What follows belongs to an exercise in optimizing a design on an open flow for small area, a short achievable clock period and few clock cycles; a production flow would make more cautious choices.
Power figures rest on the tool's default switching activity, not on a simulated workload.

Setup of the baseline:
==> module mips16, before the edit <==
module mips16(clk,rst,imem_addr,imem_rdata,dmem_addr,dmem_wdata,dmem_we,dmem_rdata,dbg_raddr,dbg_rdata);
input clk,rst;
output [15:0] imem_addr;
input [15:0] imem_rdata;
output [15:0] dmem_addr,dmem_wdata;
output dmem_we;
input [15:0] dmem_rdata;
input [2:0] dbg_raddr;
output [15:0] dbg_rdata;
wire [3:0] fop = imem_rdata[15:12];
wire [2:0] frd = imem_rdata[11:9];
wire [2:0] frs = imem_rdata[8:6];
wire [2:0] frt = imem_rdata[5:3];
wire f_st = (fop == 4'd11);
wire [2:0] frb = f_st ? frd : frt;
reg [111:0] regs;
wire [127:0] rv = {regs,16'h0000};
wire [15:0] ra = rv[frs*16 +: 16];
wire [15:0] rb = rv[frb*16 +: 16];
assign dbg_rdata = rv[dbg_raddr*16 +: 16];
reg e_we, e_st, e_bz;             
reg e_ld, e_useimm, e_sum, e_sub, e_selg, e_selp, e_sh, e_left;
reg [2:0] e_rd;
reg [5:0] e_imm;
reg [15:0] e_a, e_b;
reg [15:0] e_pc1;                 
wire [15:0] e_res;
wire fwd_a = e_we && (e_rd == frs);
wire fwd_b = e_we && (e_rd == frb);
always @(posedge clk) begin
  e_ld    <= (fop == 4'd10);
  e_useimm <= (fop >= 4'd9) && (fop <= 4'd12);
  e_sum   <= (fop == 4'd1) || (fop == 4'd2) || (fop == 4'd9);
  e_sub   <= (fop == 4'd2);
  e_selg  <= (fop == 4'd3) || (fop == 4'd4);    
  e_selp  <= (fop == 4'd4) || (fop == 4'd5);    
  e_sh    <= (fop == 4'd6) || (fop == 4'd7) || (fop == 4'd8);
  e_left  <= (fop == 4'd6);
  e_rd    <= frd;
  e_imm   <= imem_rdata[5:0];
  e_a     <= fwd_a ? e_res : ra;
  e_b     <= fwd_b ? e_res : rb;
end
always @(posedge clk or posedge rst) begin
  if (rst) begin
    e_we <= 1'b0;
    e_st <= 1'b0;
    e_bz <= 1'b0;
    e_pc1 <= 16'h0000;
  end else begin
    e_we <= (fop >= 4'd1) && (fop <= 4'd10) && (frd != 3'd0);
    e_st <= f_st;
    e_bz <= (fop == 4'd12);
    e_pc1 <= imem_addr + 16'd1;
  end
end
wire [15:0] imm = {{10{e_imm[5]}},e_imm};
wire [15:0] x = e_bz ? e_pc1 : e_a;
wire [15:0] y = e_useimm ? imm : (e_b ^ {16{e_sub}});
wire [15:0] p = x ^ y;
wire [15:0] gg = x & y;
wire [15:0] g0 = {gg[15:1], gg[0] | (p[0] & e_sub)};
wire [15:0] G1, P1, G2, P2, G3, P3, G4, P4;
genvar g;
generate for (g = 0; g < 16; g = g + 1) begin : pfx
  if (g & 1) begin : l1
    assign G1[g] = g0[g] | (p[g] & g0[g-1]);
    assign P1[g] = p[g] & p[g-1];
  end else begin : l1n
    assign G1[g] = g0[g];
    assign P1[g] = p[g];
  end
  if (g & 2) begin : l2
    assign G2[g] = G1[g] | (P1[g] & G1[(g & ~3) + 1]);
    assign P2[g] = P1[g] & P1[(g & ~3) + 1];
  end else begin : l2n
    assign G2[g] = G1[g];
    assign P2[g] = P1[g];
  end
  if (g & 4) begin : l3
    assign G3[g] = G2[g] | (P2[g] & G2[(g & ~7) + 3]);
    assign P3[g] = P2[g] & P2[(g & ~7) + 3];
  end else begin : l3n
    assign G3[g] = G2[g];
    assign P3[g] = P2[g];
  end
  if (g & 8) begin : l4
    assign G4[g] = G3[g] | (P3[g] & G3[7]);
  end else begin : l4n
    assign G4[g] = G3[g];
  end
end endgenerate
wire [15:0] carry = {G4[14:0], e_sub};
wire [15:0] sum = x + y + {15'd0,e_sub};
wire [3:0] s = e_b[3:0];
wire [3:0] r = e_left ? (4'd0 - s) : s;
wire [31:0] a2 = {e_a, e_a};
reg [15:0] q1, q2;
integer i;
always @(*) begin
  for (i = 0; i < 16; i = i + 1) begin
    case (r[1:0])
      2'd0: q1[i] = a2[i];
      2'd1: q1[i] = a2[i+1];
      2'd2: q1[i] = a2[i+2];
      default: q1[i] = a2[i+3];
    endcase
  end
end
wire [31:0] q1d = {q1, q1};
always @(*) begin
  for (i = 0; i < 16; i = i + 1) begin
    case (r[3:2])
      2'd0: q2[i] = q1d[i];
      2'd1: q2[i] = q1d[i+4];
      2'd2: q2[i] = q1d[i+8];
      default: q2[i] = q1d[i+12];
    endcase
  end
end
wire [15:0] mask;
generate for (g = 0; g < 16; g = g + 1) begin : m
  assign mask[g] = e_left ? (s <= g) : (s <= 15 - g);
end endgenerate
wire [15:0] shres = (|e_b[15:4]) ? 16'h0000 : (q2 & mask);
assign e_res = ({16{e_sum}} & sum)
             | ({16{e_selg}} & gg)
             | ({16{e_selp}} & p)
             | ({16{e_sh}}  & shres)
             | ({16{e_ld}}  & dmem_rdata);
integer k;
always @(posedge clk) begin
  for (k = 1; k < 8; k = k + 1)
    if (rst || (e_we && e_rd == k))
      regs[(k-1)*16 +: 16] <= rst ? 16'h0000 : e_res;
end
assign dmem_addr = sum;
assign dmem_wdata = e_b;
assign dmem_we = e_st;
wire taken = e_bz && (e_a == 16'h0000);
assign imem_addr = taken ? sum : e_pc1;
endmodule
==> flow/config.mk <==
export PLATFORM = sky130hd
export DESIGN_NAME = mips16
export DESIGN_NICKNAME = mips16
export VERILOG_FILES = /design/flow/design.v
export SDC_FILE = /design/flow/constraint.sdc
export NUM_CORES = 4
export LEC_CHECK = 0
export CAP_MARGIN = 20
export CORE_MARGIN = 2
export CORE_UTILIZATION = 45
export SLEW_MARGIN = 20
==> flow/constraint.sdc <==
create_clock -name core_clock -period 11.0 [get_ports {clk}]
set_input_delay 2.2000 -clock core_clock [delete_from_list [all_inputs] [get_ports {clk}]]
set_output_delay 2.2000 -clock core_clock [all_outputs]
set_load 0.01 [all_outputs]
standard.sh (not shown) runs the stock make flow with config.mk's settings and CLKGATE_MAP_FILE= SYNTH_SCRIPT=/design/flow/synth_recipe.tcl, a recipe that flattens the netlist after the stock synthesis.
==> flow/flow/run.sh <==
#!/bin/bash
set -euo pipefail
export SETUP_SLACK_MARGIN=5.5
export BUFFER_PORTS_ARGS="-buffer_cell sky130_fd_sc_hd__buf_2"
bash standard.sh > standard.log 2>&1
### the baseline -> the candidate
-- flow/design.v --
<<< the baseline, line 20
assign dbg_rdata = rv[dbg_raddr*16 +: 16];
reg e_we, e_st, e_bz;             
reg e_ld, e_useimm, e_sum, e_sub, e_selg, e_selp, e_sh, e_left;
reg [2:0] e_rd;
>>> the candidate, line 20
assign dbg_rdata = rv[dbg_raddr*16 +: 16];
reg e_we, e_st, e_bz;             
reg e_az;                         
reg e_ld, e_useimm, e_sum, e_sub, e_selg, e_selp, e_sh, e_left;
reg [2:0] e_rd;
<<< the baseline, line 28
wire fwd_a = e_we && (e_rd == frs);
wire fwd_b = e_we && (e_rd == frb);
always @(posedge clk) begin
  e_ld    <= (fop == 4'd10);
>>> the candidate, line 29
wire fwd_a = e_we && (e_rd == frs);
wire fwd_b = e_we && (e_rd == frb);
wire [15:0] fa = fwd_a ? e_res : ra;
wire [15:0] fb = fwd_b ? e_res : rb;
wire f_bz = (fop == 4'd12);
wire f_sub = (fop == 4'd2);
wire [15:0] pc1n = imem_addr + 16'd1;
always @(posedge clk) begin
  e_ld    <= (fop == 4'd10);
<<< the baseline, line 39
  e_rd    <= frd;
  e_imm   <= imem_rdata[5:0];
  e_a     <= fwd_a ? e_res : ra;
  e_b     <= fwd_b ? e_res : rb;
end
always @(posedge clk or posedge rst) begin
>>> the candidate, line 45
  e_rd    <= frd;
  e_imm   <= imem_rdata[5:0];
  e_a     <= f_bz ? pc1n : fa;
  e_b     <= fb ^ {16{f_sub}};
  e_az    <= (fa == 16'h0000);
end
always @(posedge clk or posedge rst) begin
<<< the baseline, line 51
    e_we <= (fop >= 4'd1) && (fop <= 4'd10) && (frd != 3'd0);
    e_st <= f_st;
    e_bz <= (fop == 4'd12);
    e_pc1 <= imem_addr + 16'd1;
  end
end
wire [15:0] imm = {{10{e_imm[5]}},e_imm};
wire [15:0] x = e_bz ? e_pc1 : e_a;
wire [15:0] y = e_useimm ? imm : (e_b ^ {16{e_sub}});
wire [15:0] p = x ^ y;
wire [15:0] gg = x & y;
>>> the candidate, line 58
    e_we <= (fop >= 4'd1) && (fop <= 4'd10) && (frd != 3'd0);
    e_st <= f_st;
    e_bz <= f_bz;
    e_pc1 <= pc1n;
  end
end
wire [15:0] imm = {{10{e_imm[5]}},e_imm};
wire [15:0] x = e_a;
wire [15:0] y = e_useimm ? imm : e_b;
wire [15:0] p = x ^ y;
wire [15:0] gg = x & y;
<<< the baseline, line 92
end endgenerate
wire [15:0] carry = {G4[14:0], e_sub};
wire [15:0] sum = x + y + {15'd0,e_sub};
wire [3:0] s = e_b[3:0];
wire [3:0] r = e_left ? (4'd0 - s) : s;
>>> the candidate, line 99
end endgenerate
wire [15:0] carry = {G4[14:0], e_sub};
wire [15:0] sum = p ^ carry;
wire [3:0] s = e_b[3:0];
wire [3:0] r = e_left ? (4'd0 - s) : s;
<<< the baseline, line 138
assign dmem_wdata = e_b;
assign dmem_we = e_st;
wire taken = e_bz && (e_a == 16'h0000);
assign imem_addr = taken ? sum : e_pc1;
endmodule
>>> the candidate, line 145
assign dmem_wdata = e_b;
assign dmem_we = e_st;
wire taken = e_bz && e_az;
assign imem_addr = taken ? sum : e_pc1;
endmodule
## What came out
Summary of the candidate over the baseline: number of antenna violations at the first check in global routing grew by 1, sequential fraction of design power shrank by 0.5 points, global-route usage held steady, final critical path time including I/O delays and setup grew by 44 ps, power in the clock group grew by about 3.3%. Going from the baseline to the candidate, upper clock frequency limit went down by 0.0014 GHz, horizontal extent of the die went up by 2.8 um, worst IR drop on VDD went up by about 5%, max-slew headroom at the worst pin went down by 8.1 points, wire length went up by about 4%. A end point of the critical path of imem_addr[15] is what the baseline shows, while dbg_rdata[0] belongs to the candidate. Between the candidate and the baseline, it is the candidate whose number of global-route vias before repair is higher, by about 1.4%. For the candidate, the master of the slowest instance on the critical path was buf_16, unlike the baseline, where it was dfrtp_4. Share of the synthesized area in compound gates (AO/OA/AOI/OAI) (the candidate over the baseline): decrease, 0.54 points.
No functional check of the RTL was part of any run of this note.

## what the ideal ports hide
How much do the figures lean on ideal ports? The routed layouts below were timed once more, with nothing changed but the port constraints.
Step 1: set_driving_cell puts a clkbuf_16 on clk and a buf_2 on each other input, an assumption about the parent block.
Step 2 adds t to the input delays and takes it off the output delays; t is the mean of the earliest and latest rising clock arrival at the registers after step 1. Input paths then give back, and output paths get back, about the clock's delay inside the block.
Slacks: ideal / step 1 / step 2; pairs: ideal / step 1.
run | t (ns) | setup slack, ns | worst setup path after step 2 | pins driven straight from the clock port
the baseline | 0.488 | 5.401 / 5.349 / 5.386 | input to output | 1
the candidate | 0.495 | 5.357 / 5.313 / 5.313 | input to output | 1
After both steps setup and hold are still met in every run listed. The setup slack of the candidate, which loses most, moves by -0.044 ns with the drivers and by -0.044 ns with both steps.
